Source: an optimization exercise on an open RTL-to-GDS flow (aim: small area, a short achievable clock period and few clock cycles). Production flows keep margins and buffers that such runs may drop.

cedar:
==> flow/design.v <==
module mdu_top(
    input           clk,
    input           rst_n,
    input           in_valid,
    input           in_div,
    input  [1:0]    in_signed,
    input  [63:0]   a,
    input  [63:0]   b,
    output          in_ready,
    output          out_valid,
    output [63:0]   out_hi,
    output [63:0]   out_lo
);
    reg         busy;
    reg         ov;
    reg         isdiv;
    reg         swap;       
    reg         rneg;       
    reg         dsub;       
    reg         qneg;       
    reg [4:0]   cnt;
    reg         align;      
    reg [6:0]   LA;
    reg [6:0]   LB;
    reg [63:0]  H;
    reg [63:0]  HB;         
    reg         F;          
    reg [6:0]   TZ;         
    reg [63:0]  L;
    reg [65:0]  X;
    reg [11:0]  DG;         
    reg [1:0]   KR;         
    assign in_ready  = !busy;
    assign out_valid = ov;
    wire start = in_valid && !busy;
    wire        sa = in_signed[1] & a[63];
    wire        sb = (in_div ? in_signed[1] : in_signed[0]) & b[63];
    wire [6:0]  bla, blb;      
    lzc64 u_lza(.x(a ^ {64{sa}}), .bl(bla));
    lzc64 u_lzb(.x(b ^ {64{sb}}), .bl(blb));
    wire [63:0] am = a ^ {64{sa}};
    wire [63:0] bm = b ^ {64{sb}};
    wire [8:0]  ta, tb;
    assign ta[0] = 1'b1;
    assign tb[0] = 1'b1;
    genvar gg;
    generate
        for (gg = 1; gg <= 8; gg = gg + 1) begin : therm
            assign ta[gg] = |am[63:8*gg-1];
            assign tb[gg] = |bm[63:8*gg-1];
        end
    endgenerate
    wire [8:0]  oha = ta & ~{1'b0, ta[8:1]};
    wire [8:0]  ohb = tb & ~{1'b0, tb[8:1]};
    wire        swap_n = |(tb & ~ta);
    wire [72:0] ax     = {{8{sa}}, a, 1'b0};
    wire [72:0] bx     = {{8{sb}}, b, 1'b0};
    reg  [8:0]  ga0, gb0;
    reg  [3:0]  gna, gnb;
    integer k;
    always @(*) begin
        ga0 = 9'd0; gb0 = 9'd0; gna = 4'd0; gnb = 4'd0;
        for (k = 0; k <= 8; k = k + 1) begin
            ga0 = ga0 | ({9{oha[k]}} & ax[8*k +: 9]);
            gb0 = gb0 | ({9{ohb[k]}} & bx[8*k +: 9]);
            gna = gna | ({4{oha[k]}} & k[3:0]);
            gnb = gnb | ({4{ohb[k]}} & k[3:0]);
        end
    end
    wire [72:0] mx     = swap ? ax : bx;
    wire [8:0]  gi     = mx[{cnt[3:0] - 4'd1, 3'b000} +: 9];
    wire [3:0]  g0     = swap_n ? gna : gnb;
    wire [8:0]  grp    = start ? (swap_n ? ga0 : gb0) : gi;
    reg  [11:0] dg_next;
    integer n;
    always @(*) begin
        for (n = 0; n < 4; n = n + 1) begin : enc
            reg y1, y0, ym;
            y1 = grp[2*n+2]; y0 = grp[2*n+1]; ym = grp[2*n];
            dg_next[n]     = y0 ^ ym;
            dg_next[4+n]   = (y1 & ~y0 & ~ym) | (~y1 & y0 & ym);
            dg_next[8+n]   = y1 & ~(y0 & ym);
        end
    end
    wire [65:0] xe = X;
    reg  [73:0] rows [0:3];
    reg  [3:0]  negs;
    integer m;
    always @(*) begin
        for (m = 0; m < 4; m = m + 1) begin : booth
            reg one, two, ng;
            reg [65:0] pp;
            one = DG[m]; two = DG[4+m]; ng = DG[8+m];
            pp  = ({66{one}} & xe) | ({66{two}} & {xe[64:0], 1'b0});
            pp  = pp ^ {66{ng}};
            negs[m] = ng;
            rows[m] = {8'b0, ~pp[65], pp[64:0]} << (2*m);
        end
    end
    localparam [73:0] CB = (74'd1 << 65) + (74'd1 << 67) + (74'd1 << 69) + (74'd1 << 71);
    localparam [73:0] CK = ~CB + 74'd1;
    wire [73:0] accw = {2'b0, L, 8'b0} | {67'b0, negs[3], 1'b0, negs[2], 1'b0, negs[1], 1'b0, negs[0]};
    function [147:0] csa(input [73:0] x, input [73:0] y, input [73:0] z);
        csa = {x ^ y ^ z, ((x & y) | (x & z) | (y & z)) << 1};
    endfunction
    wire [73:0] s1, c1, s2, c2, s3, c3, s4, c4;
    assign {s1, c1} = csa(accw, rows[0], rows[1]);
    assign {s2, c2} = csa(rows[2], rows[3], CK);
    assign {s3, c3} = csa(s1, c1, s2);
    assign {s4, c4} = csa(s3, c3, c2);
    wire [73:0] V = s4 + c4;
    wire [55:0] hk = {H[63:8] + {{54{KR[1]}}, KR}};
    wire [55:0] up = {hk[47:0], H[7:0]};
    wire pa, pb;
    onehot64 u_pa(.v(a ^ {a[62:0], 1'b0}), .oh(pa));
    onehot64 u_pb(.v(b ^ {b[62:0], 1'b0}), .oh(pb));
    wire [6:0] la = bla + {6'b0, sa & pa};
    wire [6:0] lb = blb + {6'b0, sb & pb};
    wire       qz = la < lb;
    wire       bz = (b == 64'd0);
    wire [6:0] sdiff = LA - LB;
    wire [4:0] dcnt = sdiff[5:1];
    wire [65:0] Xs = (X << {dcnt, 1'b0}) | ({66{dsub}} & ~({66{1'b1}} << {dcnt, 1'b0}));
    wire [63:0] R   = F ? H : HB;
    wire [66:0] r0  = {{3{rneg & R[63]}}, R};
    wire [66:0] xa  = {X[65], X};
    wire [66:0] xb  = {{2{X[65]}}, X[65:1]};
    wire [66:0] t1  = r0 + xa + {66'b0, dsub};
    wire [66:0] t2b = r0 + xb + {66'b0, dsub};
    wire [66:0] cs_s = r0 ^ xa ^ xb;
    wire [66:0] cs_c = {(r0[65:0] & xa[65:0]) | (r0[65:0] & xb[65:0]) | (xa[65:0] & xb[65:0]), dsub};
    wire [66:0] t2a = cs_s + cs_c + {66'b0, dsub};
    wire ok1  = rneg ? (t1[66]  | (t1  == 67'd0)) : ~t1[66];
    wire ok2a = rneg ? (t2a[66] | (t2a == 67'd0)) : ~t2a[66];
    wire ok2b = rneg ? (t2b[66] | (t2b == 67'd0)) : ~t2b[66];
    wire ok2  = ok1 ? ok2a : ok2b;
    always @(posedge clk) begin
        if (!rst_n) begin
            busy <= 1'b0;
            ov   <= 1'b0;
        end else if (start) begin
            busy <= 1'b1;
            ov   <= in_div & (bz | qz);
        end else if (ov) begin
            busy <= 1'b0;
            ov   <= 1'b0;
        end else if (busy) begin
            ov   <= (cnt == 5'd0) & ~align;
        end
    end
    always @(posedge clk) begin
        if (start) begin
            isdiv <= in_div;
            swap  <= swap_n;
            rneg  <= sa;
            dsub  <= ~(sa ^ sb);
            qneg  <= in_div & (sa ^ sb) & ~bz & ~qz;
        end
    end
    always @(posedge clk) begin
        DG <= dg_next;
        if (start) begin
            if (in_div) begin
                H   <= a;
                KR  <= 2'b00;
                F   <= 1'b1;
                TZ  <= 7'd64;
                L   <= bz ? (sa ? 64'd1 : {64{1'b1}}) : 64'd0;
                X   <= {sb, b, 1'b0} ^ {66{~(sa ^ sb)}};
                LA  <= la;
                LB  <= lb;
                align <= ~(bz | qz);
            end else begin
                H   <= 64'd0;
                KR  <= 2'b00;
                F   <= 1'b1;
                L   <= 64'd0;
                X   <= swap_n ? {{2{sb}}, b} : {{2{sa}}, a};
                align <= 1'b0;
                cnt <= {1'b0, g0};
            end
        end else if (align) begin
            align <= 1'b0;
            cnt   <= dcnt;
            X     <= Xs;
        end else begin
            cnt <= cnt - 5'd1;
            if (isdiv) begin
                H  <= ok1 ? t2a[63:0] : t2b[63:0];
                KR <= 2'b00;
                HB <= ok1 ? t1[63:0] : R;
                F  <= ok2;
                L  <= {L[61:0], ok1, ok2};
                TZ <= ok2 ? 7'd0 : ok1 ? 7'd1 : (TZ[6] ? TZ : TZ + 7'd2);
                X <= {{2{X[65]}}, X[65:2]};
            end else begin
                H  <= {up, V[71:64]};
                KR <= V[73:72];
                L <= V[63:0];
            end
        end
    end
    wire [63:0] above = ({64{1'b1}} << TZ[5:0]) << 1;
    assign out_hi = F ? {hk, H[7:0]} : HB;
    assign out_lo = L ^ ({64{qneg & ~TZ[6]}} & above);
endmodule
module lzc64(input [63:0] x, output [6:0] bl);
    wire [31:0] v1; wire [31:0] c1;
    wire [15:0] v2; wire [31:0] c2;
    wire [7:0]  v3; wire [23:0] c3;
    wire [3:0]  v4; wire [15:0] c4;
    wire [1:0]  v5; wire [9:0]  c5;
    wire        v6; wire [5:0]  c6;
    genvar i;
    generate
        for (i = 0; i < 32; i = i + 1) begin : l1
            assign v1[i] = x[2*i+1] | x[2*i];
            assign c1[i] = x[2*i+1];
        end
        for (i = 0; i < 16; i = i + 1) begin : l2
            assign v2[i] = v1[2*i+1] | v1[2*i];
            assign c2[2*i +: 2] = v1[2*i+1] ? {1'b1, c1[2*i+1]} : {1'b0, c1[2*i]};
        end
        for (i = 0; i < 8; i = i + 1) begin : l3
            assign v3[i] = v2[2*i+1] | v2[2*i];
            assign c3[3*i +: 3] = v2[2*i+1] ? {1'b1, c2[2*(2*i+1) +: 2]} : {1'b0, c2[2*(2*i) +: 2]};
        end
        for (i = 0; i < 4; i = i + 1) begin : l4
            assign v4[i] = v3[2*i+1] | v3[2*i];
            assign c4[4*i +: 4] = v3[2*i+1] ? {1'b1, c3[3*(2*i+1) +: 3]} : {1'b0, c3[3*(2*i) +: 3]};
        end
        for (i = 0; i < 2; i = i + 1) begin : l5
            assign v5[i] = v4[2*i+1] | v4[2*i];
            assign c5[5*i +: 5] = v4[2*i+1] ? {1'b1, c4[4*(2*i+1) +: 4]} : {1'b0, c4[4*(2*i) +: 4]};
        end
    endgenerate
    assign v6 = v5[1] | v5[0];
    assign c6 = v5[1] ? {1'b1, c5[9:5]} : {1'b0, c5[4:0]};
    assign bl = v6 ? ({1'b0, c6} + 7'd1) : 7'd0;
endmodule
module onehot64(input [63:0] v, output oh);
    wire [31:0] a1, m1; wire [15:0] a2, m2; wire [7:0] a3, m3;
    wire [3:0] a4, m4; wire [1:0] a5, m5;
    genvar i;
    generate
        for (i = 0; i < 32; i = i + 1) begin : l1
            assign a1[i] = v[2*i] | v[2*i+1];
            assign m1[i] = v[2*i] & v[2*i+1];
        end
        for (i = 0; i < 16; i = i + 1) begin : l2
            assign a2[i] = a1[2*i] | a1[2*i+1];
            assign m2[i] = m1[2*i] | m1[2*i+1] | (a1[2*i] & a1[2*i+1]);
        end
        for (i = 0; i < 8; i = i + 1) begin : l3
            assign a3[i] = a2[2*i] | a2[2*i+1];
            assign m3[i] = m2[2*i] | m2[2*i+1] | (a2[2*i] & a2[2*i+1]);
        end
        for (i = 0; i < 4; i = i + 1) begin : l4
            assign a4[i] = a3[2*i] | a3[2*i+1];
            assign m4[i] = m3[2*i] | m3[2*i+1] | (a3[2*i] & a3[2*i+1]);
        end
        for (i = 0; i < 2; i = i + 1) begin : l5
            assign a5[i] = a4[2*i] | a4[2*i+1];
            assign m5[i] = m4[2*i] | m4[2*i+1] | (a4[2*i] & a4[2*i+1]);
        end
    endgenerate
    assign oh = (a5[0] | a5[1]) & ~(m5[0] | m5[1] | (a5[0] & a5[1]));
endmodule
make LEC_CHECK=0 CAP_MARGIN=20 CORE_MARGIN=2 CORE_UTILIZATION=40 PLACE_DENSITY=0.6 SLEW_MARGIN=20 finish   # period 7.0 ns
run.sh (not shown) runs the stock make flow with config.mk's settings and CLKGATE_MAP_FILE= SYNTH_SCRIPT=/design/flow/synth_recipe.tcl, a recipe that flattens the netlist after the stock synthesis.
STATUS run=cedar STAGES=ALL_DONE FINAL_CHECKS=FAILED CAUSE=negative setup slack
The following lists how raven was set up differently from cedar:
-- flow/design.v --
<<< cedar, line 118
    wire [6:0] lb = blb + {6'b0, sb & pb};
    wire       qz = la < lb;
    wire       bz = (b == 64'd0);
    wire [6:0] sdiff = LA - LB;
>>> raven, line 118
    wire [6:0] lb = blb + {6'b0, sb & pb};
    wire       qz = la < lb;
    wire       q2 = (la <= lb + 7'd1);
    wire       bz = (b == 64'd0);
    wire [6:0] sdiff = LA - LB;
<<< cedar, line 131
    wire [66:0] cs_c = {(r0[65:0] & xa[65:0]) | (r0[65:0] & xb[65:0]) | (xa[65:0] & xb[65:0]), dsub};
    wire [66:0] t2a = cs_s + cs_c + {66'b0, dsub};
    wire ok1  = rneg ? (t1[66]  | (t1  == 67'd0)) : ~t1[66];
    wire ok2a = rneg ? (t2a[66] | (t2a == 67'd0)) : ~t2a[66];
    wire ok2b = rneg ? (t2b[66] | (t2b == 67'd0)) : ~t2b[66];
    wire ok2  = ok1 ? ok2a : ok2b;
    always @(posedge clk) begin
>>> raven, line 132
    wire [66:0] cs_c = {(r0[65:0] & xa[65:0]) | (r0[65:0] & xb[65:0]) | (xa[65:0] & xb[65:0]), dsub};
    wire [66:0] t2a = cs_s + cs_c + {66'b0, dsub};
    function zsum(input [66:0] p, input [66:0] q, input c);
        zsum = c ? &(p ^ q) : ((p ^ q) == {p[65:0] | q[65:0], 1'b0});
    endfunction
    wire z1   = zsum(r0, xa, dsub);
    wire z2a  = zsum(cs_s, cs_c, dsub);
    wire z2b  = zsum(r0, xb, dsub);
    wire ok1  = rneg ? (t1[66]  | z1)  : ~t1[66];
    wire ok2a = rneg ? (t2a[66] | z2a) : ~t2a[66];
    wire ok2b = rneg ? (t2b[66] | z2b) : ~t2b[66];
    wire ok2  = ok1 ? ok2a : ok2b;
    always @(posedge clk) begin
<<< cedar, line 170
                LA  <= la;
                LB  <= lb;
                align <= ~(bz | qz);
            end else begin
                H   <= 64'd0;
>>> raven, line 177
                LA  <= la;
                LB  <= lb;
                align <= ~(bz | q2);
                cnt   <= 5'd0;
            end else begin
                H   <= 64'd0;
- Status for raven and cedar: clean finish in raven only
- raven has final critical-path setup slack above what cedar had.
- Compared with cedar, in raven worst-margin pin slew up 52 ps; largest driver fanout on the critical path up 8; share of the cycle needed by the critical path after routing down 2.5 points.
- Wire length up 13000 microns in raven wrt cedar
- Aggregate negative setup slack was higher in the run labelled raven.
No functional check of the RTL was part of any run of this note.

[static timing again, ports no longer ideal]
In the flow no input, the clock included, has a driving cell. The finished layouts below were timed again as built, in two steps. Step 1 assumes that a clkbuf_16 drives the clock port and a buf_2 every other input. Step 2 moves the port delays by t, midway between the first and last clock arrival at a register: inputs arrive t later, outputs are due t later. That takes back most of the time a late clock gives input paths. Slacks: no drivers / after step 1 / after step 2; pairs: no drivers / after step 1.
run	t (ns)	slack for setup (ns)	clock arrival spread, ns
cedar	0.752	-0.022 / -0.022 / -0.234	0.069 / 0.069
raven	0.780	0.152 / 0.059 / -0.075	0.037 / 0.037
With both steps, setup timing fails in raven, where it was met with ideal ports. The setup slack of raven, which loses most, moves by -0.093 ns with the drivers and by -0.227 ns with both steps.
